Context: an optimization exercise on an open-source flow, tuned for a short achievable clock period and few clock cycles. The choices shown serve that exercise and are no tape-out recipe. Function was checked by simulation only, so behaviour that the tests miss may differ from the original. Power is estimated from default activity; no workload was simulated.

==> flow/design.v <==
`default_nettype none
module synchronizer #(
    parameter int FF_COUNT = 3
) (
    input  logic clk,
    input  logic reset_n,
    input  logic in,
    output logic out,
    output logic out_copy    
);
    reg [FF_COUNT-1:0] pipe;
    reg                last_copy;
    always_ff @(posedge clk, negedge reset_n) begin
        if (!reset_n) begin
            pipe <= '0;
            last_copy <= 1'b0;
        end else begin
            pipe <= {pipe[FF_COUNT-2:0], in};
            last_copy <= pipe[FF_COUNT-2];
        end
    end
    assign out = pipe[FF_COUNT-1];
    assign out_copy = last_copy;
endmodule
`default_nettype none
module spi_receiver (
    input  logic clk_i,     
    input  logic rst_ni,    
    input  logic spi_sclk_i,
    input  logic spi_mosi_i,
    output logic spi_miso_o,
    input  logic spi_cs_i,
    input  logic [7:0] data_i,  
    output logic [7:0] data_o,  
    output logic       stb_o    
);    
    logic spi_mosi_sync;
    synchronizer  #(
        .FF_COUNT(2)
    ) synchronizer_spi_mosi (
        .clk        (clk_i),
        .reset_n    (rst_ni),
        .in         (spi_mosi_i),
        .out        (spi_mosi_sync)
    );
    logic spi_cs_sync;
    synchronizer  #(
        .FF_COUNT(2)
    ) synchronizer_spi_cs (
        .clk        (clk_i),
        .reset_n    (rst_ni),
        .in         (spi_cs_i),
        .out        (spi_cs_sync)
    );
    logic spi_sclk_sync;
    synchronizer  #(
        .FF_COUNT(2)
    ) synchronizer_spi_sclk (
        .clk        (clk_i),
        .reset_n    (rst_ni),
        .in         (spi_sclk_i),
        .out        (spi_sclk_sync)
    );
    logic spi_sclk_delayed;
    always_ff @(posedge clk_i) begin
        spi_sclk_delayed <= spi_sclk_sync;
    end
    logic spi_sclk_falling, spi_sclk_rising;
    assign spi_sclk_rising = !spi_sclk_delayed && spi_sclk_sync;
    assign spi_sclk_falling = spi_sclk_delayed && !spi_sclk_sync;
    logic [2:0] spi_cnt;
    always_ff @(posedge clk_i, negedge rst_ni) begin
        if (!rst_ni) begin
            spi_cnt  <= 3'd0;
            data_o <= '0;
            spi_miso_o <= 1'b0;
        end else begin
            stb_o <= 1'b0;
            if (!spi_cs_sync && spi_sclk_falling) begin
                data_o <= {data_o[6:0], spi_mosi_sync};
                spi_cnt <= spi_cnt + 1;
                if (spi_cnt == 7) begin
                    stb_o <= 1'b1;
                end
            end
            if (!spi_cs_sync && spi_sclk_rising) begin
                spi_miso_o <= data_i[7-spi_cnt];
            end
        end
    end
endmodule
`default_nettype none
module latch_mem #(
    parameter NUM_BITS = 8,
    parameter NUM_WORDS = 64,
    parameter ADDR_BITS = $clog2(NUM_WORDS)
) (
    input  wire                          clk_i,
    input  wire [ADDR_BITS-1:0]          addr_i,
    input  wire [NUM_BITS-1:0]           data_i,
    input  wire                          we_i,
    output wire [NUM_WORDS*NUM_BITS-1:0] mem_o
);
    reg [NUM_BITS-1:0] RAM [NUM_WORDS];
    always @(posedge clk_i) begin
        if (we_i) begin
            RAM[addr_i] <= data_i;
        end
    end
    genvar i;
    generate
        for (i = 0; i < NUM_WORDS; i++) begin : g_out
            assign mem_o[i*NUM_BITS +: NUM_BITS] = RAM[i];
        end
    endgenerate
endmodule
`default_nettype none
module cpu (
    input  logic         clk_i,
    input  logic         hold_i,
    input  logic [639:0] mem_i,
    output logic         we_o,
    output logic [5:0]   waddr_o,
    output logic [7:0]   wdata_o,
    input  logic [7:0]   port0_i,
    input  logic         port1_i,
    input  logic [7:0]   port2_i,
    output logic [2:0]   out_stb_o,      
    output logic [23:0]  out_data_o      
);
    localparam int W = 10;
    logic [7:0]  mw [64];
    logic [9:0]  mword [64];
    genvar gi;
    generate
        for (gi = 0; gi < 64; gi++) begin : g_mw
            assign mword[gi] = mem_i[gi*W +: W];
            assign mw[gi]    = mem_i[gi*W +: 8];
        end
    endgenerate
    function automatic logic [15:0] rot16(input logic [15:0] v);
        rot16 = {v[14:0], v[15]};
    endfunction
    function automatic logic [63:0] lane_sel(input logic [15:0] l, input logic [3:0] o);
        logic later;
        for (int j = 0; j < 4; j++) begin
            later = 1'b0;
            for (int m = j + 1; m < 4; m++) later = later | o[m];
            lane_sel[j*16 +: 16] = later ? rot16(l) : l;
        end
    endfunction
    function automatic logic [73:0] fa_of(input logic [5:0] a);
        fa_of = {a, 4'd1 << a[1:0], lane_sel(16'd1 << a[5:2], 4'd1 << a[1:0])};
    endfunction
    localparam int C_PORTIN = 0,  C_INC = 1,  C_DEC = 2,  C_DBL = 3,
                   C_HALF   = 4,  C_LDI = 5,  C_TWOS = 6, C_LOAD = 7,
                   C_AND    = 8,  C_OR  = 9,  C_NOT = 10, C_XOR = 11,
                   C_MOV    = 12, C_ADD = 13, C_SHL = 14, C_SHR = 15;
    function automatic logic [15:0] classes(input logic [7:0] i);
        classes = '0;
        classes[C_PORTIN] = i == 8'h02;
        classes[C_INC]    = i[7:2] == 6'b0000_01;
        classes[C_DEC]    = i[7:2] == 6'b0000_10;
        classes[C_DBL]    = i[7:2] == 6'b0001_00;
        classes[C_HALF]   = i[7:2] == 6'b0001_01;
        classes[C_LDI]    = i[7:2] == 6'b0001_10;
        classes[C_TWOS]   = i[7:2] == 6'b0001_11;
        classes[C_LOAD]   = i[7:4] == 4'b0011;
        classes[C_AND]    = i[7:4] == 4'b0100;
        classes[C_OR]     = i[7:4] == 4'b0101;
        classes[C_NOT]    = i[7:4] == 4'b0110;
        classes[C_XOR]    = i[7:4] == 4'b0111;
        classes[C_MOV]    = i[7:4] == 4'b1000;
        classes[C_ADD]    = i[7:4] == 4'b1001;
        classes[C_SHL]    = i[7:4] == 4'b1010;
        classes[C_SHR]    = i[7:4] == 4'b1011;
    endfunction
    logic [7:0]  regs [4];
    logic        e_valid;    
    logic [7:0]  e_instr;
    logic [7:0]  e_imm;
    logic [15:0] e_cls;      
    logic [3:0]  e_we;       
    logic [7:0]  e_ra;       
    logic [7:0]  e_rb;       
    logic [3:0]  e_ldh;      
    logic [3:0]  e_ldm;      
    logic [3:0]  e_ldb;      
    logic        e_ifj;      
    logic [73:0] e_fall;     
    logic [73:0] fa;         
    logic        pend;       
    logic [73:0] pend_fa;
    logic       ex;
    logic [7:0] ra, rb;
    assign ex = e_valid && !hold_i;
    assign ra = e_ra;
    assign rb = e_rb;
    logic op_jump, op_portout, op_store, op_if;
    assign op_jump    = e_instr[7:2] == 6'b0000_11;
    assign op_portout = e_instr == 8'h03;
    assign op_store   = e_instr[7:4] == 4'b0010;
    assign op_if      = e_instr[7:6] == 2'b11;
    logic cond;
    always_comb begin
        case (e_instr[5:4])
            2'b00: cond = ra == rb;
            2'b01: cond = ra != rb;
            2'b10: cond = ra >= rb;
            2'b11: cond = ra <  rb;
        endcase
    end
    logic skip_next, redirect;
    assign skip_next = e_valid && op_if && !cond;
    assign redirect  = e_valid && op_jump;
    assign we_o    = ex && op_store;
    assign waddr_o = ra[5:0];
    assign wdata_o = rb;
    logic [2:0] e_pstb;      
    assign e_pstb[0] = ex && op_portout && e_imm == 8'h00;
    assign e_pstb[1] = ex && op_portout && e_imm == 8'h01;
    assign e_pstb[2] = ex && op_portout && e_imm == 8'h02;
    function automatic logic [7:0] port_read(input logic [7:0] p);
        case (p)
            8'h00:   port_read = port0_i;
            8'h01:   port_read = {7'b0, port1_i};
            8'h02:   port_read = port2_i;
            default: port_read = 8'h00;
        endcase
    endfunction
    logic [7:0] port_in;
    assign port_in = port_read(e_imm);
    logic [7:0] ld;
    always_comb begin
        ld = '0;
        for (int j = 0; j < 4; j++) begin
            logic [7:0] lb;
            lb = '0;
            for (int l = 0; l < 16; l++) lb = lb | (mw[4*l + j] & {8{e_ldh[l/4] && e_ldm[l%4]}});
            ld = ld | (lb & {8{e_ldb[j]}});
        end
    end
    logic [7:0] val [16];
    assign val[C_PORTIN] = port_in;
    assign val[C_INC]    = ra + 8'd1;
    assign val[C_DEC]    = ra - 8'd1;
    assign val[C_DBL]    = ra << 1;
    assign val[C_HALF]   = ra >> 1;
    assign val[C_LDI]    = e_imm;
    assign val[C_TWOS]   = (~ra) + 8'd1;
    assign val[C_LOAD]   = ld;
    assign val[C_AND]    = ra & rb;
    assign val[C_OR]     = ra | rb;
    assign val[C_NOT]    = ~rb;
    assign val[C_XOR]    = ra ^ rb;
    assign val[C_MOV]    = rb;
    assign val[C_ADD]    = ra + rb;
    assign val[C_SHL]    = ra << rb;
    assign val[C_SHR]    = ra >> rb;
    logic [7:0] res;
    always_comb begin
        res = '0;
        for (int c = 0; c < 16; c++) res = res | (val[c] & {8{e_cls[c]}});
    end
    logic [5:0]  f_bin;
    logic [3:0]  f_off;
    logic [63:0] f_lsel;
    assign {f_bin, f_off, f_lsel} = fa;
    logic [9:0]  lane [4];
    always_comb begin
        for (int j = 0; j < 4; j++) begin
            lane[j] = '0;
            for (int l = 0; l < 16; l++) begin
                lane[j] = lane[j] | (mword[4*l + j] & {W{f_lsel[j*16 + l]}});
            end
        end
    end
    logic [9:0]  b [4];
    always_comb begin
        for (int k = 0; k < 4; k++) begin
            b[k] = '0;
            for (int j = 0; j < 4; j++) begin
                b[k] = b[k] | (lane[(j + k) % 4] & {W{f_off[j]}});
            end
        end
    end
    logic       fs_fx, fs_ifj, fs_jmp0, fh_fx, fh_ifj, fh_jmp0;
    logic [7:0] fs_instr, fs_imm, fh_instr, fh_imm;
    logic [6:0] fs_sel, fh_sel;
    fstep fstep_inst (
        .b0_i (b[0]), .b1_i (b[1]), .b2_i (b[2]), .b3_i (b[3]), .ldi_only_i (1'b0),
        .instr_o (fs_instr), .imm_o (fs_imm), .fx_o (fs_fx),
        .ifj_o (fs_ifj), .jmp0_o (fs_jmp0), .sel_o (fs_sel)
    );
    fstep fstep_hold_inst (
        .b0_i (mword[0]), .b1_i (mword[1]), .b2_i (mword[2]), .b3_i (mword[3]), .ldi_only_i (1'b1),
        .instr_o (fh_instr), .imm_o (fh_imm), .fx_o (fh_fx),
        .ifj_o (fh_ifj), .jmp0_o (fh_jmp0), .sel_o (fh_sel)
    );
    logic f_ldi, f_pin, f_pout;
    assign f_ldi  = fs_fx && b[0][4];
    assign f_pin  = fs_fx && !b[0][4] && !b[0][0];
    assign f_pout = fs_fx && !b[0][4] && b[0][0];
    logic [2:0] f_port;      
    assign f_port[0] = f_pout && b[1][7:0] == 8'h00;
    assign f_port[1] = f_pout && b[1][7:0] == 8'h01;
    assign f_port[2] = f_pout && b[1][7:0] == 8'h02;
    logic pconf;
    assign pconf = |(f_port & e_pstb) || (f_port[0] && e_pstb[1]);
    logic [15:0] cur_line;
    assign cur_line = f_lsel[48 +: 16];    
    logic [73:0] seq [4];     
    always_comb begin
        for (int k = 1; k <= 4; k++) begin
            logic [3:0]  o;
            logic        carry;
            logic [15:0] l;
            o     = 4'((({f_off, f_off} << k) >> 4));
            carry = 1'b0;
            for (int m = 4 - k; m < 4; m++) carry = carry | f_off[m];
            l     = carry ? rot16(cur_line) : cur_line;
            seq[k-1] = {6'(f_bin + 6'(k)), o, lane_sel(l, o)};
        end
    end
    logic [73:0] n_fa_f;
    always_comb begin
        n_fa_f = '0;
        for (int k = 1; k <= 4; k++) n_fa_f = n_fa_f | (seq[k-1] & {74{fs_sel[k-1]}});
        for (int k = 1; k <= 3; k++) n_fa_f = n_fa_f | (fa_of(b[k][5:0]) & {74{fs_sel[3+k]}});
    end
    logic [73:0] h_fa;
    always_comb begin
        h_fa = '0;
        for (int k = 1; k <= 4; k++) h_fa = h_fa | (fa_of(6'(k)) & {74{fh_sel[k-1]}});
        for (int k = 1; k <= 3; k++) h_fa = h_fa | (fa_of(mw[k][5:0]) & {74{fh_sel[3+k]}});
    end
    logic haz;
    assign haz = we_o && (6'(ra[5:0] - f_bin) < 6'd4);
    logic ovr;
    logic [73:0] ovr_fa, n_fa;
    always_comb begin
        ovr = hold_i || redirect || pend || haz || pconf;
        if (hold_i)        ovr_fa = h_fa;
        else if (redirect) ovr_fa = fa_of(ra[5:0]);
        else if (pend)     ovr_fa = pend_fa;
        else               ovr_fa = fa_of(f_bin);
        n_fa = ovr ? ovr_fa : n_fa_f;
    end
    logic       take;            
    logic       n_valid;
    logic [7:0] n_instr, n_imm;
    logic [3:0] l_hit;           
    logic       l_on;            
    logic [7:0] l_val;
    assign take    = hold_i || !(redirect || pend || haz || pconf || (skip_next && e_ifj));
    assign n_instr = hold_i ? fh_instr : fs_instr;
    assign n_imm   = hold_i ? fh_imm : fs_imm;
    assign n_valid = take && (hold_i || fs_fx || !skip_next);
    assign l_on    = hold_i || !skip_next;
    always_comb begin
        if (hold_i) begin
            l_hit = fh_fx ? 4'd1 << mw[0][1:0] : 4'd0;
            l_val = mw[1];
        end else begin
            l_hit = (take && f_ldi) ? 4'd1 << b[0][1:0] : (take && f_pin) ? 4'd1 : 4'd0;
            l_val = f_pin ? port_read(b[1][7:0]) : b[1][7:0];
        end
    end
    logic [15:0] n_cls;
    logic [3:0]  n_we, sa, sb;
    always_comb begin
        n_cls = classes(n_instr);
        n_we  = (n_valid && |n_cls) ? 4'd1 << (n_cls[C_PORTIN] ? 2'd0 : n_instr[1:0]) : 4'd0;
        sa    = 4'd1 << n_instr[1:0];
        sb    = 4'd1 << n_instr[3:2];
    end
    logic [3:0] e_hit;
    logic [7:0] nv_old [4];
    always_comb begin
        for (int r = 0; r < 4; r++) begin
            e_hit[r]  = e_we[r] && !hold_i;
            nv_old[r] = hold_i ? 8'h00 : regs[r];
        end
    end
    logic [3:0] sel_q [6];
    logic [7:0] nv [6];
    assign sel_q[0] = sa;
    assign sel_q[1] = sb;
    assign sel_q[2] = 4'b0001;
    assign sel_q[3] = 4'b0010;
    assign sel_q[4] = 4'b0100;
    assign sel_q[5] = 4'b1000;
    always_comb begin
        for (int q = 0; q < 6; q++) begin
            logic [7:0] old_v;
            logic       ldi_h, e_h;
            old_v = '0;
            ldi_h = 1'b0;
            e_h   = 1'b0;
            for (int r = 0; r < 4; r++) begin
                old_v = old_v | (nv_old[r] & {8{sel_q[q][r]}});
                ldi_h = ldi_h | (l_hit[r] && sel_q[q][r]);
                e_h   = e_h   | (e_hit[r] && sel_q[q][r]);
            end
            if (ldi_h && l_on) nv[q] = l_val;
            else if (e_h)      nv[q] = res;
            else               nv[q] = old_v;
        end
    end
    logic [7:0] n_ra, n_rb;
    assign n_ra = nv[0];
    assign n_rb = nv[1];
    logic [7:0] r0_e;
    assign r0_e = e_hit[0] ? res : regs[0];
    always_comb begin
        for (int p = 0; p < 3; p++) begin
            out_stb_o[p] = e_pstb[p] || (f_port[p] && take && l_on && !hold_i);
            out_data_o[8*p +: 8] = e_pstb[p] ? regs[0] : r0_e;
        end
    end
    always_ff @(posedge clk_i) begin
        for (int r = 0; r < 4; r++) regs[r] <= nv[2+r];
        e_ra    <= n_ra;
        e_rb    <= n_rb;
        e_ldh   <= 4'd1 << n_rb[5:4];
        e_ldm   <= 4'd1 << n_rb[3:2];
        e_ldb   <= 4'd1 << n_rb[1:0];
        e_valid <= n_valid;
        e_instr <= n_instr;
        e_imm   <= n_imm;
        e_cls   <= n_cls;
        e_we    <= n_we;
        e_ifj   <= take && (hold_i ? fh_ifj : (fs_ifj && !skip_next));
        e_fall  <= hold_i ? fa_of(6'd3) : seq[2];
        fa      <= n_fa;
        pend    <= !hold_i && skip_next && (e_ifj || (fs_jmp0 && !redirect && !pend && !haz));
        pend_fa <= e_ifj ? e_fall : seq[1];
    end
endmodule
module fstep (
    input  logic [9:0]  b0_i,
    input  logic [9:0]  b1_i,
    input  logic [9:0]  b2_i,
    input  logic [9:0]  b3_i,
    input  logic        ldi_only_i,
    output logic [7:0]  instr_o,
    output logic [7:0]  imm_o,
    output logic        fx_o,        
    output logic        ifj_o,       
    output logic        jmp0_o,      
    output logic [6:0]  sel_o
);
    logic f_x, two0, one0, one2;
    assign two0 = b0_i[8];
    assign f_x  = two0 && (!ldi_only_i || b0_i[4]);
    assign one0 = !b0_i[9] && !b0_i[8];
    assign one2 = !b2_i[9] && !b2_i[8];
    assign fx_o    = f_x;
    assign instr_o = f_x ? b2_i[7:0] : b0_i[7:0];
    assign imm_o   = f_x ? b3_i[7:0] : b1_i[7:0];
    logic fold1;
    assign fold1   = b1_i[9] && b0_i[7:4] != 4'b0010;
    assign ifj_o   = one0 && fold1 && b0_i[7:6] == 2'b11;
    assign jmp0_o  = !two0 && b0_i[9];
    assign sel_o[0] = one0 && !fold1;                           
    assign sel_o[1] = two0 && !f_x;                             
    assign sel_o[2] = f_x && one2;                              
    assign sel_o[3] = f_x && b2_i[8];                           
    assign sel_o[4] = !two0 && b0_i[9];                         
    assign sel_o[5] = one0 && fold1;                            
    assign sel_o[6] = f_x && b2_i[9];                           
endmodule
`default_nettype none
module dig_ctrl (
    input  logic clk_i,
    input  logic rst_ni,
    input  logic spi_sclk_i,
    input  logic spi_mosi_i,
    output logic spi_miso_o,
    input  logic spi_cs_i,
    input  logic mode_i,
    input  logic [7:0]  port_i,
    output logic [7:0]  port_o,
    input  logic        port_ms_i,
    output logic [7:0]  port_ms_o,
    input  logic       debug_i,
    output logic [1:0] debug_o
);
    logic [7:0] spi_data_i;
    logic [7:0] spi_data_o;
    logic       spi_stb_o;
    spi_receiver spi_receiver_inst (
        .clk_i          (clk_i),
        .rst_ni         (rst_ni),
        .spi_sclk_i     (spi_sclk_i),
        .spi_mosi_i     (spi_mosi_i),
        .spi_miso_o     (spi_miso_o),
        .spi_cs_i       (spi_cs_i),
        .data_i         (spi_data_i),
        .data_o         (spi_data_o),
        .stb_o          (spi_stb_o)
    );
    logic mode_sync, mode_sync_dbg;
    synchronizer #(
        .FF_COUNT (2)
    ) synchronizer_mode_i_inst (
        .clk        (clk_i),
        .reset_n    (rst_ni),
        .in         (mode_i),
        .out        (mode_sync),
        .out_copy   (mode_sync_dbg)
    );
    logic       mode_d;
    logic [5:0] spi_addr;
    always_ff @(posedge clk_i, negedge rst_ni) begin
        if (!rst_ni) begin
            mode_d <= 1'b0;
            spi_addr <= '0;
        end else begin
            mode_d <= mode_sync;
            if (mode_sync) begin
                if (spi_stb_o) begin
                    spi_addr <= spi_addr + 1;
                end
            end
            if (!mode_d && mode_sync) begin
                spi_addr <= '0;
            end
        end
    end
    logic [1:0] boot;
    always_ff @(posedge clk_i, negedge rst_ni) begin
        if (!rst_ni) begin
            boot <= '0;
        end else begin
            boot <= {boot[0], 1'b1};
        end
    end
    function automatic logic [9:0] mem_word(input logic [7:0] d);
        mem_word = {d == 8'h01,
                    d == 8'h02 || d == 8'h03 || d[7:2] == 6'b0001_10,
                    d};
    endfunction
    logic         cpu_we;
    logic [5:0]   cpu_waddr;
    logic [7:0]   cpu_wdata;
    logic [639:0] mem;
    latch_mem #(
        .NUM_BITS  (10),
        .NUM_WORDS (64)
    ) latch_mem_inst (
        .clk_i      (clk_i),
        .addr_i     (mode_sync ? spi_addr : cpu_waddr),
        .data_i     (mem_word(mode_sync ? spi_data_o : cpu_wdata)),
        .we_i       (mode_sync ? spi_stb_o : cpu_we),
        .mem_o      (mem)
    );
    logic port_ms_sync_i, port_ms_sync_dbg;
    synchronizer #(
        .FF_COUNT (2)
    ) synchronizer_port_ms_i_inst (
        .clk        (clk_i),
        .reset_n    (rst_ni),
        .in         (port_ms_i),
        .out        (port_ms_sync_i),
        .out_copy   (port_ms_sync_dbg)
    );
    logic [7:0] port_sync_i;
    synchronizer #(
        .FF_COUNT (2)
    ) synchronizer_port_i_inst[7:0] (
        .clk        (clk_i),
        .reset_n    (rst_ni),
        .in         (port_i),
        .out        (port_sync_i)
    );
    logic [2:0]  out_stb;
    logic [23:0] out_data;
    cpu cpu_inst (
        .clk_i      (clk_i),
        .hold_i     (mode_sync || !boot[1]),
        .mem_i      (mem),
        .we_o       (cpu_we),
        .waddr_o    (cpu_waddr),
        .wdata_o    (cpu_wdata),
        .port0_i    (port_sync_i),
        .port1_i    (port_ms_sync_i),
        .port2_i    (spi_data_o),
        .out_stb_o  (out_stb),
        .out_data_o (out_data)
    );
    always_ff @(posedge clk_i, negedge rst_ni) begin
        if (!rst_ni) begin
            port_o      <= '0;
            port_ms_o   <= '0;
            spi_data_i  <= '0;
        end else begin
            if (out_stb[0]) port_o     <= out_data[7:0];    
            if (out_stb[1]) port_ms_o  <= out_data[15:8];   
            if (out_stb[2]) spi_data_i <= out_data[23:16];  
        end
    end
    assign debug_o = {mode_sync_dbg, port_ms_sync_dbg};
endmodule
`default_nettype none
module dig_ctrl_top (
    input  logic [7:0] ui_in,     
    output logic [7:0] uo_out,    
    input  logic [7:0] uio_in,    
    output logic [7:0] uio_out,   
    output logic [7:0] uio_oe,    
    input  logic       ena,       
    input  logic       clk,       
    input  logic       rst_n,      
    input  logic       port_ms_i,
    output logic [7:0] port_ms_o
);
    logic rst_n_sync;
    assign rst_n_sync = rst_n;
    logic spi_sclk;
    logic spi_mosi;
    logic spi_miso;
    logic spi_cs;
    logic mode;
    logic debug_i;
    logic [1:0] debug_o;
    dig_ctrl #(
    ) dig_ctrl_inst (
        .clk_i          (clk),
        .rst_ni         (rst_n_sync),
        .spi_sclk_i     (spi_sclk),
        .spi_mosi_i     (spi_mosi),
        .spi_miso_o     (spi_miso),
        .spi_cs_i       (spi_cs),
        .mode_i         (mode),
        .port_i         (ui_in),
        .port_o         (uo_out),
        .port_ms_i      (port_ms_i),
        .port_ms_o      (port_ms_o),
        .debug_i        (debug_i),
        .debug_o        (debug_o)
    );
    assign spi_cs     = uio_in[0];  assign uio_oe[0] = 1'b0; assign uio_out[0] = 1'b0;
    assign spi_mosi   = uio_in[1];  assign uio_oe[1] = 1'b0; assign uio_out[1] = 1'b0;
    assign uio_out[2] = spi_miso;   assign uio_oe[2] = 1'b1;
    assign spi_sclk   = uio_in[3];  assign uio_oe[3] = 1'b0; assign uio_out[3] = 1'b0;
    assign mode = uio_in[4]; assign uio_out[4] = 1'b0; assign uio_oe[4] = 1'b0;  
    assign debug_i = uio_in[5]; assign uio_out[5] = 1'b0; assign uio_oe[5] = 1'b0;  
    assign uio_out[6] = debug_o[0]; assign uio_oe[6] = 1'b1;  
    assign uio_out[7] = debug_o[1]; assign uio_oe[7] = 1'b1;  
endmodule
==> flow/flow/run.sh <==
#!/bin/bash
set -euo pipefail
export SETUP_SLACK_MARGIN=7
bash standard.sh > standard.log 2>&1
==> flow/standard.sh <==
#!/bin/bash
# synth_recipe.tcl (not shown) runs the flow's synth.tcl, then flattens the netlist and writes it again
# the make line also repeats each setting of config.mk as NAME=value (left out here)
make -C /OpenROAD-flow-scripts/flow DESIGN_CONFIG=/design/flow/config.mk WORK_HOME=/design/flow/orfs CLKGATE_MAP_FILE= SYNTH_SCRIPT=/design/flow/synth_recipe.tcl "${@:-finish}"
==> flow/config.mk <==
export PLATFORM = sky130hd
export DESIGN_NAME = dig_ctrl_top
export DESIGN_NICKNAME = dig_ctrl_top
export VERILOG_FILES = /design/flow/design.v
export SDC_FILE = /design/flow/constraint.sdc
export NUM_CORES = 4
export LEC_CHECK = 0
export ABC_CLOCK_PERIOD_IN_PS = 2000
export CAP_MARGIN = 20
export CORE_MARGIN = 2
export CORE_UTILIZATION = 40
export SLEW_MARGIN = 20
==> flow/constraint.sdc <==
create_clock -name core_clock -period 10.0 [get_ports {clk}]
set_input_delay 2.0000 -clock core_clock [delete_from_list [all_inputs] [get_ports {clk}]]
set_output_delay 2.0000 -clock core_clock [all_outputs]
set_load 0.01 [all_outputs]
==> results of run 1 <==
[final cells by class]
| class | count | area [µm²] | area share (%) |
|---|---|---|---|
| antenna | 12 | 30.0 | 0.0377 |
| clock buffer | 135 | 2940 | 3.69 |
| clock inverter | 68 | 835 | 1.05 |
| inverter | 52 | 320 | 0.402 |
| multi-input combinational | 4355 | 34400 | 43.1 |
| sequential | 1034 | 27700 | 34.7 |
| tap | 1903 | 2380 | 2.99 |
| timing repair buffer | 999 | 11200 | 14.0 |
[worst max-delay path, cell delays in order (launching register included)]
cell      delay (ns)
dfxtp_1         0.34
buf_4           0.26
a22o_1          0.21
a221oi_1        0.08
and4_2          0.36
o22ai_1         0.51
nor2_4          0.13
nand2_4         0.39
buf_8           0.39
a211oi_1        0.14
nor4_4          0.79
o22ai_2         0.26
[registers in the layout, summed over array words and instances (netlist names), 16 cells and up]
| name | count |
|---|---|
| dig_ctrl_inst.cpu_inst.e_cls | 16 |
| dig_ctrl_inst.cpu_inst.pend_fa | 74 |
| dig_ctrl_inst.cpu_inst.e_fall | 74 |
| dig_ctrl_inst.cpu_inst.fa | 74 |
| dig_ctrl_inst.latch_mem_inst.RAM | 640 |
| dig_ctrl_inst.synchronizer_port_i_inst.pipe | 16 |
| dig_ctrl_inst.cpu_inst.regs | 32 |
[logic make-up (layout without fill, tap and decap cells)]
family,count (synthesis),in the layout,synth area share [%]
DFF,1034,1034,47.5
AOI/OAI and AO/OA,2008,2008,25.1
xor gates and xnor gates,51,51,0.770
muxes,313,313,5.70
buffers and inverters,634,1254,4.57
adders and majority gates,48,48,1.05
other,2,26,0.0129
and+or+nand+nor,1911,1921,15.3
[where the power goes]
group	total, mW	switching (mW)	internal (mW)
clock network	4.34	1.85	2.49
registers	6.06	0.752	5.30
logic	24.0	14.9	9.09
total	34.4	17.5	16.9
[cells in the final DEF (no fill, tap or decap), types with 148 or more instances in the layout]
cell,instances
buf_6,160
mux2i_1,228
o21ai_0,246
nor2_1,448
a22oi_1,271
edfxtp_1,647
a21oi_1,148
dfxtp_1,255
buf_4,608
a22o_1,203
nand2_1,675
[layer usage]
metal  track usage, %  up-vias  share of wire, %
met5                0        -             0.029
met4             29.4       16               9.1
met3             17.9     1509                16
met2             60.4     5737                39
met1             56.2    30000                36
li1                 -    24400                 -
[worst paths after layout]
path,cells past startpoint,end,startpoint,slack [ns]
min in group asynchronous,1,dig_ctrl_inst.spi_data_i[1]$_DFFE_PN0P_,rst_n,1.34
worst min-delay path,0,flip-flop,flip-flop,0.35
worst max-delay path,11,dig_ctrl_inst.cpu_inst.fa[9]$_DFF_P_,dig_ctrl_inst.cpu_inst.fa[44]$_DFF_P_,5.85
max in group asynchronous,1,dig_ctrl_inst.synchronizer_mode_i_inst.pipe[1]$_DFF_PN0_,rst_n,7.99
worst min register to register,0,flip-flop,flip-flop,0.35
worst max register to register,11,dig_ctrl_inst.cpu_inst.fa[9]$_DFF_P_,dig_ctrl_inst.cpu_inst.fa[44]$_DFF_P_,5.85
[what timing repair did]
item,4_1_cts,5_1_grt
gates resized for setup,1451,313
pin swaps,360,220
setup buffers,481,152
endpoints found under the setup margin,960,517
gates cloned,70,3
==> summary.txt, run 1 <==
commonest cells in the netlist: nand2_1 (726), edfxtp_1 (647), nor2_1 (511), clkbuf_1 (386), o21ai_0 (344)
clock-pin slew on the worst setup and hold paths: 0.07 ns
total power: 34.4 mW
Main synth FF type: edfxtp_1
Data arrival, critical path: 4.73 ns
Pins Over Slew Limit: 0
Tcrit/Tclk final: 41.5%
routed vias/inst: 7.21
pin count of the biggest net entering global routing: 110
max_cap viols: 0
Post-DP HPWL: 207 mm
drt total wl: 339 mm
Placed Area: 60,900 µm²
Crit Path Class: flip-flop to flip-flop
Final Wtd Congestion: 1.09
I/O Buffers: 33
Design Area, Final: 79,700 µm²
Final setup violation count: 0
global-route wire length before repair: 456 mm
Fmax: 241 MHz
Yosys top cell area share: 33.5%
Final TNS setup: 0 ns
post-route ant nets: 0
DR iter-0 viols: 12,100
RSZ-0062 raised after global routing: yes
P&R area growth vs syn: 37.4%
fin cells: 8,558
die area: 148,000 µm²
Post-Syn Area: 58,000 µm²
Core Region: 144,000 µm²
Setup Skew: 0.0624 ns
hold buffer count at CTS: 0
synth top area cells: edfxtp_1 (33%), dfxtp_1 (11%), nand2_1 (4.7%), a22oi_1 (4.1%), mux2i_1 (4.1%)
grt total ovfl: 0
vias in the first global route: 55,900
fraction of registers with async set or reset after synthesis: 6.87%
drt first pass iters: 10
share of cells above drive strength 1: 32.8%
pwr/cell area: 431 nW/µm²
root buf cell: clkbuf_16
cell taking the most area after synthesis: edfxtp_1
deepest clock path buffer count: 3
Filler cells: 12,100
WL/cell: 39.7 µm
Die W: 385 µm
Cell variety after synth: 105
syn avg cell area: 9.67 µm²
Worst Hold Slack: 0.347 ns
VDD IR max: 0.356 mV
post-synthesis register bit count: 1,034
worst hold path type: flip-flop to flip-flop
Leakage: 28.5 nW
top-count cell post-synth: nand2_1
Syn Inst Count: 6,001
Critical Path RT: 10.58 ns
boundary pin count: 52
htree depth: 3
antenna violations before repair: 26
status: complete, no violations
Final Critical Period: 4.15 ns
final setup margin: 5.85 ns
GRT Total Usage: 43.9%
Synthesis Warnings: 25
Die H: 385 µm
CTS tree: done
Critical Path Source Type: flip-flop
CP Max Fanout: 38
number of synthesized flops with an enable pin: 647
Finished Core Util: 55.4%
Starting Density: 40.3%
final net count: 6,619
worst-margin pin slew: 1.18 ns
dpl ws: 3.69 ns
CTS Buf Count: 109
slew margin rel.: 20.2%
Skew-Pair Late Insertion Delay: 0.80 ns
CTS Sinks: 1,034
Placed Cells: 7,637
Rows: 139
# DRC: 0
CP endpoint kind: flip-flop
Seq/Total Area, Yosys: 47.5%
via count: 61,700
endpoints failing hold: 0
Testbench counts, summed over its fixed seeds: cycles 25,535.
==> run 2, diff against run 1 <==
--- a/flow/design.v
+++ b/flow/design.v
@@ -175,6 +175,14 @@
         classes[C_SHL]    = i[7:4] == 4'b1010;
         classes[C_SHR]    = i[7:4] == 4'b1011;
     endfunction
+    function automatic logic [7:0] port_read(input logic [7:0] p);
+        case (p)
+            8'h00:   port_read = port0_i;
+            8'h01:   port_read = {7'b0, port1_i};
+            8'h02:   port_read = port2_i;
+            default: port_read = 8'h00;
+        endcase
+    endfunction
     logic [7:0]  regs [4];
     logic        e_valid;    
     logic [7:0]  e_instr;
@@ -186,33 +194,42 @@
     logic [3:0]  e_ldh;      
     logic [3:0]  e_ldm;      
     logic [3:0]  e_ldb;      
+    logic        e_if;       
+    logic [1:0]  e_ifop;     
+    logic [7:0]  e_ia;       
+    logic [7:0]  e_ib;       
+    logic        e_xc;       
     logic        e_ifj;      
     logic [73:0] e_fall;     
     logic [73:0] fa;         
     logic        pend;       
     logic [73:0] pend_fa;
-    logic       ex;
+    logic cond;
+    always_comb begin
+        case (e_ifop)
+            2'b00: cond = e_ia == e_ib;
+            2'b01: cond = e_ia != e_ib;
+            2'b10: cond = e_ia >= e_ib;
+            2'b11: cond = e_ia <  e_ib;
+        endcase
+    end
+    logic if_false, x_kill, skip_next, misp;
+    assign if_false  = e_if && !cond;
+    assign x_kill    = if_false && e_xc;         
+    assign skip_next = if_false && !e_xc;        
+    assign misp      = if_false && e_ifj;        
+    logic       xv, ex;
     logic [7:0] ra, rb;
-    assign ex = e_valid && !hold_i;
+    assign xv = e_valid && !x_kill;
+    assign ex = xv && !hold_i;
     assign ra = e_ra;
     assign rb = e_rb;
-    logic op_jump, op_portout, op_store, op_if;
+    logic op_jump, op_portout, op_store;
     assign op_jump    = e_instr[7:2] == 6'b0000_11;
     assign op_portout = e_instr == 8'h03;
     assign op_store   = e_instr[7:4] == 4'b0010;
-    assign op_if      = e_instr[7:6] == 2'b11;
-    logic cond;
-    always_comb begin
-        case (e_instr[5:4])
-            2'b00: cond = ra == rb;
-            2'b01: cond = ra != rb;
-            2'b10: cond = ra >= rb;
-            2'b11: cond = ra <  rb;
-        endcase
-    end
-    logic skip_next, redirect;
-    assign skip_next = e_valid && op_if && !cond;
-    assign redirect  = e_valid && op_jump;
+    logic redirect;
+    assign redirect = xv && op_jump;
     assign we_o    = ex && op_store;
     assign waddr_o = ra[5:0];
     assign wdata_o = rb;
@@ -220,16 +237,6 @@
     assign e_pstb[0] = ex && op_portout && e_imm == 8'h00;
     assign e_pstb[1] = ex && op_portout && e_imm == 8'h01;
     assign e_pstb[2] = ex && op_portout && e_imm == 8'h02;
-    function automatic logic [7:0] port_read(input logic [7:0] p);
-        case (p)
-            8'h00:   port_read = port0_i;
-            8'h01:   port_read = {7'b0, port1_i};
-            8'h02:   port_read = port2_i;
-            default: port_read = 8'h00;
-        endcase
-    endfunction
-    logic [7:0] port_in;
-    assign port_in = port_read(e_imm);
     logic [7:0] ld;
     always_comb begin
         ld = '0;
@@ -241,7 +248,7 @@
         end
     end
     logic [7:0] val [16];
-    assign val[C_PORTIN] = port_in;
+    assign val[C_PORTIN] = port_read(e_imm);
     assign val[C_INC]    = ra + 8'd1;
     assign val[C_DEC]    = ra - 8'd1;
     assign val[C_DBL]    = ra << 1;
@@ -266,7 +273,7 @@
     logic [3:0]  f_off;
     logic [63:0] f_lsel;
     assign {f_bin, f_off, f_lsel} = fa;
-    logic [9:0]  lane [4];
+    logic [9:0] lane [4];
     always_comb begin
         for (int j = 0; j < 4; j++) begin
             lane[j] = '0;
@@ -275,7 +282,7 @@
             end
         end
     end
-    logic [9:0]  b [4];
+    logic [9:0] b [4];
     always_comb begin
         for (int k = 0; k < 4; k++) begin
             b[k] = '0;
@@ -284,18 +291,21 @@
             end
         end
     end
-    logic       fs_fx, fs_ifj, fs_jmp0, fh_fx, fh_ifj, fh_jmp0;
-    logic [7:0] fs_instr, fs_imm, fh_instr, fh_imm;
+    logic       fs_fx, fs_ifp, fs_ifb0, fs_xp, fs_xb0, fs_xc, fs_ifj, fs_jmp0;
+    logic       fh_fx, fh_ifp, fh_ifb0, fh_xp, fh_xb0, fh_xc, fh_ifj, fh_jmp0;
+    logic [7:0] fs_ifw, fs_xw, fs_ximm, fh_ifw, fh_xw, fh_ximm;
     logic [6:0] fs_sel, fh_sel;
     fstep fstep_inst (
         .b0_i (b[0]), .b1_i (b[1]), .b2_i (b[2]), .b3_i (b[3]), .ldi_only_i (1'b0),
-        .instr_o (fs_instr), .imm_o (fs_imm), .fx_o (fs_fx),
-        .ifj_o (fs_ifj), .jmp0_o (fs_jmp0), .sel_o (fs_sel)
+        .fx_o (fs_fx), .if_p_o (fs_ifp), .if_b0_o (fs_ifb0), .if_w_o (fs_ifw),
+        .x_p_o (fs_xp), .x_b0_o (fs_xb0), .x_w_o (fs_xw), .x_imm_o (fs_ximm),
+        .xc_o (fs_xc), .ifj_o (fs_ifj), .jmp0_o (fs_jmp0), .sel_o (fs_sel)
     );
     fstep fstep_hold_inst (
         .b0_i (mword[0]), .b1_i (mword[1]), .b2_i (mword[2]), .b3_i (mword[3]), .ldi_only_i (1'b1),
-        .instr_o (fh_instr), .imm_o (fh_imm), .fx_o (fh_fx),
-        .ifj_o (fh_ifj), .jmp0_o (fh_jmp0), .sel_o (fh_sel)
+        .fx_o (fh_fx), .if_p_o (fh_ifp), .if_b0_o (fh_ifb0), .if_w_o (fh_ifw),
+        .x_p_o (fh_xp), .x_b0_o (fh_xb0), .x_w_o (fh_xw), .x_imm_o (fh_ximm),
+        .xc_o (fh_xc), .ifj_o (fh_ifj), .jmp0_o (fh_jmp0), .sel_o (fh_sel)
     );
     logic f_ldi, f_pin, f_pout;
     assign f_ldi  = fs_fx && b[0][4];
@@ -347,51 +357,62 @@
         n_fa = ovr ? ovr_fa : n_fa_f;
     end
     logic       take;            
-    logic       n_valid;
-    logic [7:0] n_instr, n_imm;
+    logic       n_xv, n_if, n_xc, n_ifj;
+    logic [7:0] n_xw, n_ximm, n_ifw;
     logic [3:0] l_hit;           
     logic       l_on;            
     logic [7:0] l_val;
-    assign take    = hold_i || !(redirect || pend || haz || pconf || (skip_next && e_ifj));
-    assign n_instr = hold_i ? fh_instr : fs_instr;
-    assign n_imm   = hold_i ? fh_imm : fs_imm;
-    assign n_valid = take && (hold_i || fs_fx || !skip_next);
-    assign l_on    = hold_i || !skip_next;
+    assign take = hold_i || !(redirect || pend || haz || pconf || misp);
+    assign l_on = hold_i || !skip_next;
     always_comb begin
         if (hold_i) begin
-            l_hit = fh_fx ? 4'd1 << mw[0][1:0] : 4'd0;
-            l_val = mw[1];
+            n_xv   = fh_xp;
+            n_if   = fh_ifp;
+            n_xc   = fh_xc;
+            n_ifj  = fh_ifj;
+            n_xw   = fh_xw;
+            n_ximm = fh_ximm;
+            n_ifw  = fh_ifw;
+            l_hit  = fh_fx ? 4'd1 << mw[0][1:0] : 4'd0;
+            l_val  = mw[1];
         end else begin
-            l_hit = (take && f_ldi) ? 4'd1 << b[0][1:0] : (take && f_pin) ? 4'd1 : 4'd0;
-            l_val = f_pin ? port_read(b[1][7:0]) : b[1][7:0];
+            n_xv   = take && fs_xp && !(skip_next && fs_xb0);
+            n_if   = take && fs_ifp && !(skip_next && fs_ifb0);
+            n_xc   = fs_xc;
+            n_ifj  = take && fs_ifj && !skip_next;
+            n_xw   = fs_xw;
+            n_ximm = fs_ximm;
+            n_ifw  = fs_ifw;
+            l_hit  = (take && f_ldi) ? 4'd1 << b[0][1:0] : (take && f_pin) ? 4'd1 : 4'd0;
+            l_val  = f_pin ? port_read(b[1][7:0]) : b[1][7:0];
         end
     end
     logic [15:0] n_cls;
-    logic [3:0]  n_we, sa, sb;
+    logic [3:0]  n_we;
     always_comb begin
-        n_cls = classes(n_instr);
-        n_we  = (n_valid && |n_cls) ? 4'd1 << (n_cls[C_PORTIN] ? 2'd0 : n_instr[1:0]) : 4'd0;
-        sa    = 4'd1 << n_instr[1:0];
-        sb    = 4'd1 << n_instr[3:2];
+        n_cls = classes(n_xw);
+        n_we  = (n_xv && |n_cls) ? 4'd1 << (n_cls[C_PORTIN] ? 2'd0 : n_xw[1:0]) : 4'd0;
     end
     logic [3:0] e_hit;
     logic [7:0] nv_old [4];
     always_comb begin
         for (int r = 0; r < 4; r++) begin
-            e_hit[r]  = e_we[r] && !hold_i;
+            e_hit[r]  = e_we[r] && !x_kill && !hold_i;
             nv_old[r] = hold_i ? 8'h00 : regs[r];
         end
     end
-    logic [3:0] sel_q [6];
-    logic [7:0] nv [6];
-    assign sel_q[0] = sa;
-    assign sel_q[1] = sb;
-    assign sel_q[2] = 4'b0001;
-    assign sel_q[3] = 4'b0010;
-    assign sel_q[4] = 4'b0100;
-    assign sel_q[5] = 4'b1000;
+    logic [3:0] sel_q [8];
+    logic [7:0] nv [8];
+    assign sel_q[0] = 4'd1 << n_xw[1:0];
+    assign sel_q[1] = 4'd1 << n_xw[3:2];
+    assign sel_q[2] = 4'd1 << n_ifw[1:0];
+    assign sel_q[3] = 4'd1 << n_ifw[3:2];
+    assign sel_q[4] = 4'b0001;
+    assign sel_q[5] = 4'b0010;
+    assign sel_q[6] = 4'b0100;
+    assign sel_q[7] = 4'b1000;
     always_comb begin
-        for (int q = 0; q < 6; q++) begin
+        for (int q = 0; q < 8; q++) begin
             logic [7:0] old_v;
             logic       ldi_h, e_h;
             old_v = '0;
@@ -407,9 +428,6 @@
             else               nv[q] = old_v;
         end
     end
-    logic [7:0] n_ra, n_rb;
-    assign n_ra = nv[0];
-    assign n_rb = nv[1];
     logic [7:0] r0_e;
     assign r0_e = e_hit[0] ? res : regs[0];
     always_comb begin
@@ -419,21 +437,26 @@
         end
     end
     always_ff @(posedge clk_i) begin
-        for (int r = 0; r < 4; r++) regs[r] <= nv[2+r];
-        e_ra    <= n_ra;
-        e_rb    <= n_rb;
-        e_ldh   <= 4'd1 << n_rb[5:4];
-        e_ldm   <= 4'd1 << n_rb[3:2];
-        e_ldb   <= 4'd1 << n_rb[1:0];
-        e_valid <= n_valid;
-        e_instr <= n_instr;
-        e_imm   <= n_imm;
+        for (int r = 0; r < 4; r++) regs[r] <= nv[4+r];
+        e_valid <= n_xv;
+        e_instr <= n_xw;
+        e_imm   <= n_ximm;
         e_cls   <= n_cls;
         e_we    <= n_we;
-        e_ifj   <= take && (hold_i ? fh_ifj : (fs_ifj && !skip_next));
+        e_ra    <= nv[0];
+        e_rb    <= nv[1];
+        e_ldh   <= 4'd1 << nv[1][5:4];
+        e_ldm   <= 4'd1 << nv[1][3:2];
+        e_ldb   <= 4'd1 << nv[1][1:0];
+        e_if    <= n_if;
+        e_ifop  <= n_ifw[5:4];
+        e_ia    <= nv[2];
+        e_ib    <= nv[3];
+        e_xc    <= n_xc;
+        e_ifj   <= n_ifj;
         e_fall  <= hold_i ? fa_of(6'd3) : seq[2];
         fa      <= n_fa;
-        pend    <= !hold_i && skip_next && (e_ifj || (fs_jmp0 && !redirect && !pend && !haz));
+        pend    <= !hold_i && (misp || (skip_next && fs_jmp0 && take));
         pend_fa <= e_ifj ? e_fall : seq[1];
     end
 endmodule
@@ -443,32 +466,100 @@
     input  logic [9:0]  b2_i,
     input  logic [9:0]  b3_i,
     input  logic        ldi_only_i,
-    output logic [7:0]  instr_o,
-    output logic [7:0]  imm_o,
     output logic        fx_o,        
+    output logic        if_p_o,      
+    output logic        if_b0_o,     
+    output logic [7:0]  if_w_o,      
+    output logic        x_p_o,       
+    output logic        x_b0_o,      
+    output logic [7:0]  x_w_o,       
+    output logic [7:0]  x_imm_o,     
+    output logic        xc_o,        
     output logic        ifj_o,       
     output logic        jmp0_o,      
     output logic [6:0]  sel_o
 );
-    logic f_x, two0, one0, one2;
-    assign two0 = b0_i[8];
-    assign f_x  = two0 && (!ldi_only_i || b0_i[4]);
-    assign one0 = !b0_i[9] && !b0_i[8];
-    assign one2 = !b2_i[9] && !b2_i[8];
-    assign fx_o    = f_x;
-    assign instr_o = f_x ? b2_i[7:0] : b0_i[7:0];
-    assign imm_o   = f_x ? b3_i[7:0] : b1_i[7:0];
-    logic fold1;
-    assign fold1   = b1_i[9] && b0_i[7:4] != 4'b0010;
-    assign ifj_o   = one0 && fold1 && b0_i[7:6] == 2'b11;
-    assign jmp0_o  = !two0 && b0_i[9];
-    assign sel_o[0] = one0 && !fold1;                           
-    assign sel_o[1] = two0 && !f_x;                             
-    assign sel_o[2] = f_x && one2;                              
-    assign sel_o[3] = f_x && b2_i[8];                           
-    assign sel_o[4] = !two0 && b0_i[9];                         
-    assign sel_o[5] = one0 && fold1;                            
-    assign sel_o[6] = f_x && b2_i[9];                           
+    function automatic logic one(input logic [9:0] w);      
+        one = !w[9] && !w[8];
+    endfunction
+    function automatic logic isif(input logic [9:0] w);
+        isif = w[7:6] == 2'b11;
+    endfunction
+    function automatic logic store(input logic [9:0] w);
+        store = w[7:4] == 4'b0010;
+    endfunction
+    function automatic logic fuse(input logic [9:0] w);
+        fuse = one(w) && !isif(w);
+    endfunction
+    logic f_x;
+    assign f_x  = b0_i[8] && (!ldi_only_i || b0_i[4]);
+    assign fx_o = f_x;
+    always_comb begin
+        if_p_o  = 1'b0;
+        if_b0_o = 1'b0;
+        if_w_o  = b0_i[7:0];
+        x_p_o   = 1'b0;
+        x_b0_o  = 1'b0;
+        x_w_o   = b0_i[7:0];
+        x_imm_o = b1_i[7:0];
+        xc_o    = 1'b0;
+        ifj_o   = 1'b0;
+        jmp0_o  = 1'b0;
+        sel_o   = '0;
+        if (f_x) begin
+            if_w_o  = b2_i[7:0];
+            x_w_o   = b2_i[7:0];
+            x_imm_o = b3_i[7:0];
+            if (b2_i[9]) begin
+                sel_o[6] = 1'b1;                         
+            end else if (b2_i[8]) begin
+                x_p_o    = 1'b1;                         
+                sel_o[3] = 1'b1;
+            end else if (isif(b2_i) && fuse(b3_i)) begin
+                if_p_o   = 1'b1;                         
+                x_p_o    = 1'b1;
+                x_w_o    = b3_i[7:0];
+                xc_o     = 1'b1;
+                sel_o[3] = 1'b1;
+            end else if (isif(b2_i)) begin
+                if_p_o   = 1'b1;                         
+                sel_o[2] = 1'b1;
+            end else begin
+                x_p_o    = 1'b1;                         
+                sel_o[2] = 1'b1;
+            end
+        end else if (b0_i[9]) begin
+            jmp0_o   = 1'b1;                             
+            sel_o[4] = 1'b1;
+        end else if (b0_i[8]) begin
+            x_p_o    = 1'b1;                             
+            x_b0_o   = 1'b1;                             
+            sel_o[1] = 1'b1;
+        end else if (isif(b0_i)) begin
+            if_b0_o = 1'b1;
+            if (fuse(b1_i)) begin
+                if_p_o  = 1'b1;                          
+                x_p_o   = 1'b1;
+                x_w_o   = b1_i[7:0];
+                x_imm_o = b2_i[7:0];
+                xc_o    = 1'b1;
+                if (b2_i[9] && !store(b1_i)) sel_o[6] = 1'b1;    
+                else                         sel_o[1] = 1'b1;
+            end else if (b1_i[9]) begin
+                if_p_o   = 1'b1;                         
+                ifj_o    = 1'b1;
+                sel_o[5] = 1'b1;
+            end else begin
+                if_p_o   = 1'b1;                         
+                sel_o[0] = 1'b1;
+            end
+        end else begin
+            x_p_o  = 1'b1;                               
+            x_b0_o = 1'b1;
+            if (b1_i[9] && !store(b0_i)) sel_o[5] = 1'b1;    
+            else                         sel_o[0] = 1'b1;
+        end
+    end
 endmodule
 `default_nettype none
 module dig_ctrl (
==> run 2 against run 1 <==
Highest routed layer unchanged. Critical endpoint unchanged. Sequential power is 8.3% lower. Power fell by 47%. Global-route usage decreased by 0.91 points. Largest cell class unchanged. Clock-buffer cell count decreased by 4.
==> summary.txt, run 2 <==
status: complete, no violations
final net count: 6,877 (+3.9%)
global-route wire length before repair: 463 mm (+1.5%)
slew margin rel.: 22.1% (+1.9 points)
boundary pin count: 52 (unchanged)
CP Max Fanout: 20 (-47%)
RSZ-0062 raised after global routing: yes
Yosys top cell area share: 32.8% (-0.67 points)
CTS tree: done
Post-DP HPWL: 213 mm (+2.9%)
Worst path max stage delay: 0.47 ns (-0.32 ns)
Tcrit/Tclk final: 45.2% (+3.7 points)
dpl ws: 3.28 ns (-0.412 ns)
commonest non-fill, non-tap cell in the layout: edfxtp_1
Die W: 389 µm (+1.0%)
Largest Register: dig_ctrl_inst.latch_mem_inst.RAM
Largest register FFs: 640 (unchanged)
# DRC: 0 (unchanged)
CP top delay family: compound AO/OA/AOI/OAI gates
crit-path cells: a22oi_1 > nand2_2 > or4_4 > o21ai_4 > o2111ai_4 > buf_6 > nor2_4 > a21o_4 > buf_4 > bufbuf_16 > o21ai_0 > a211oi_1 > o211ai_1 > o211ai_1 > o21ai_4
clock-pin slew on the worst setup and hold paths: 0.06 ns (about the same)
simple-gate portion of the synthesized area: 14.1% (-1.2 points)
drt first pass iters: 15 (+5)
htree depth: 3 (unchanged)
syn avg cell area: 9.51 µm² (-1.6%)
share of cells above drive strength 1: 33.0% (+0.13 points)
root buf cell: clkbuf_16
CTS Sinks: 1,054 (+1.9%)
Cell variety after synth: 107 (+1.9%)
antenna violations before repair: 15 (-42%)
main combinational cell family by area after synthesis: compound AO/OA/AOI/OAI gates
routed vias/inst: 7.28 (+1.0%)
number of synthesized flops with an enable pin: 647 (unchanged)
Finished Core Util: 56.1% (+0.65 points)
worst-margin pin slew: 1.16 ns (-0.0260 ns)
I/O Buffers: 33 (unchanged)
grt total ovfl: 0 (unchanged)
die area: 151,000 µm² (+2.0%)
drt total wl: 345 mm (+1.5%)
P&R area growth vs syn: 39.6%
DR iter-0 viols: 11,800 (-2.7%)
vias in the first global route: 58,200 (+4.1%)
Data arrival, critical path: 5.10 ns (+0.37 ns)
Critical Path Source Type: flip-flop
most frequent cells in the layout: edfxtp_1 (647), nand2_1 (629), buf_4 (531)
worst hold path type: flip-flop to flip-flop
WL/cell: 39.0 µm (-1.7%)
CTS Buf Count: 112 (+2.8%)
Critical-path top delay cell: or4_4
Final TNS setup: 0 ns (unchanged)
synth top area cells: edfxtp_1 (33%), dfxtp_1 (11%), nand2_1 (4.5%), a221oi_1 (4.0%), nor2_1 (3.6%)
Core Region: 147,000 µm² (+2.4%)
Seq/Total Area, Yosys: 47.2% (-0.28 points)
GRT Total Usage: 43.0% (-0.91 points)
pin count of the biggest net entering global routing: 121 (+10%)
deepest clock path buffer count: 3 (unchanged)
Post-Syn Area: 59,200 µm² (+2.1%)
VDD IR max: 0.172 mV (-52%)
Rows: 141 (+1.4%)
post-synthesis mux area share: 5.90% (+0.20 points)
Starting Density: 40.2% (-0.14 points)
post-route ant nets: 0 (unchanged)
Crit Path Class: flip-flop to flip-flop
endpoints failing hold: 0 (unchanged)
final setup margin: 5.48 ns (-0.373 ns)
commonest cells in the netlist: nand2_1 (709), edfxtp_1 (647), nor2_1 (565), clkbuf_1 (459), o21ai_0 (413)
Post-Synth Adder-Cell Area: 1.03% (-0.021 points)
hold buffer count at CTS: 0 (unchanged)
Skew-Pair Late Insertion Delay: 0.81 ns (about the same)
Final Wtd Congestion: 1.06 (-2.8%)
top-count cell post-synth: nand2_1
CP Buf/Inv Count: 3 (+1)
Synth Area in Compound Gates: 26.6% (+1.5 points)
max_cap viols: 0 (unchanged)
Setup Skew: 0.0523 ns (-0.0102 ns)
post-synthesis register bit count: 1,054 (+1.9%)
Fmax: 221 MHz (-8.3%)
CP endpoint kind: flip-flop
Synthesis Warnings: 26 (+4.0%)
Main synth FF type: edfxtp_1
pwr/cell area: 220 nW/µm² (-49%)
cell taking the most area after synthesis: edfxtp_1
Critical Path RT: 10.57 ns (about the same)
Leakage: 29.5 nW (+3.4%)
Pins Over Slew Limit: 0 (unchanged)
XOR/XNOR Fraction of Synth Area: 0.681% (-0.089 points)
Die H: 389 µm (+1.0%)
Final setup violation count: 0 (unchanged)
Final Critical Period: 4.52 ns (+0.373 ns)
via count: 64,400 (+4.4%)
Syn Inst Count: 6,224 (+3.7%)
fraction of registers with async set or reset after synthesis: 6.74% (-0.13 points)
run 2: cell families after synthesis:
logic type,count (synthesis)
flip-flops,1054
AND/OR/NAND/NOR,1885
XOR/XNOR,46
buffers and inverters,667
multiplexers,304
AO/OA/AOI/OAI,2218
adder cells (fa/ha/maj),48
other,2
run 2: worst reg2reg max path, delay by kind of cell (launching register included):
family | cells | cell delay, ns
AO/OA/AOI/OAI | 9 | 2.24
AND/OR/NAND/NOR | 3 | 0.82
flip-flops | 1 | 0.44
buffers and inverters | 3 | 0.80
run 2: layout make-up:
class                           instances  area, µm²
Clock inverter                         79       1120
Timing Repair Buffer                 1034      12400
Clock buffer                          131       2990
Multi-Input combinational cell       4519      35200
Fill cell                           12100      64700
Antenna cell                            6       15.0
Inverter                               88        365
Tap cell                             1930       2410
Sequential cell                      1054      28100
run 2: what timing repair did:
action,4_1_cts,5_1_grt
setup buffers,555,173
setup endpoints to repair,1026,1018
hold endpoints to repair,0,0
gates cloned,54,15
gates resized for setup,1173,447
pin swaps,328,212
run 2: metrics by stage:
| step | hold slack, ns | power, mW | instances | cell area (µm²) |
|---|---|---|---|---|
| 2_1_floorplan | 0.331 | 8.66 | 6236 | 61300 |
| 3_5_place_dp | 0.336 | 11.1 | 7827 | 62900 |
| 5_1_grt | 0.352 | 18.4 | 8837 | 82600 |
| 4_1_cts | 0.349 | 17.0 | 8646 | 78700 |
| 3_3_place_gp | 0.332 | 11.1 | 7827 | 62900 |
| 6_report | 0.347 | 18.2 | 8841 | 82600 |
run 2: final timing paths:
kind                                                                        startpoint                                                           to  slack, ns  cells after the start
setup / recovery                                 dig_ctrl_inst.cpu_inst.fa[15]$_DFF_P_                         dig_ctrl_inst.cpu_inst.fa[9]$_DFF_P_       5.48                     15
max in group asynchronous                                                        rst_n     dig_ctrl_inst.synchronizer_mode_i_inst.pipe[1]$_DFF_PN0_       7.98                      1
hold reg to reg            dig_ctrl_inst.synchronizer_port_i_inst[5].pipe[0]$_DFF_PN0_  dig_ctrl_inst.synchronizer_port_i_inst[5].pipe[1]$_DFF_PN0_       0.35                      0
hold / removal             dig_ctrl_inst.synchronizer_port_i_inst[5].pipe[0]$_DFF_PN0_  dig_ctrl_inst.synchronizer_port_i_inst[5].pipe[1]$_DFF_PN0_       0.35                      0
setup reg to reg                                 dig_ctrl_inst.cpu_inst.fa[15]$_DFF_P_                         dig_ctrl_inst.cpu_inst.fa[9]$_DFF_P_       5.48                     15
min in group asynchronous                                                        rst_n                                   asynchronous set/reset pin       1.35                      1
run 2: power by group:
group | total [mW] | leakage, nW | internal (mW) | switching, mW
logic | 7.97 | 17.8 | 2.67 | 5.30
clock network | 4.66 | 1.99 | 2.70 | 1.95
registers | 5.56 | 9.63 | 5.15 | 0.414
total | 18.2 | 29.5 | 10.5 | 7.67
run 2: layer usage:
layer	up-vias	part of all wire (%)	global-route usage, %
met5	-	0.086	0.0319
met1	31000	35	53.9
met4	23	9.4	27.5
met3	1826	16	17.8
li1	25300	-	-
met2	6239	40	60.8
Testbench counts of run 2, summed over its fixed seeds: cycles 24,014.

[what the ideal ports hide]
The flow's constraints put no driver on any port. The routed layouts listed below were extracted and timed again, unchanged, in two steps.
Step 1 (the two cells are an assumption about what drives the block):
set clk [get_ports {clk}]
set_driving_cell -lib_cell sky130_fd_sc_hd__clkbuf_16 $clk
set_driving_cell -lib_cell sky130_fd_sc_hd__buf_2 [delete_from_list [all_inputs] $clk]
Step 2 adds t to the input delays and takes it off the output delays; t is the mean of the earliest and latest rising clock arrival at the registers after step 1. Input paths then give back, and output paths get back, about the clock's delay inside the block.
a / b / c = ideal ports / drivers / drivers and shift; a / b = the first two.
run | t (ns) | setup slack, ns | worst data-port slew with drivers (ns) | cell pins on the clock port's net
run 1 | 0.849 | 5.850 / 5.850 / 5.850 | 0.08 | 1
run 2 | 0.862 | 5.477 / 5.477 / 5.477 | 0.05 | 1
After both steps every run listed still meets setup and hold.
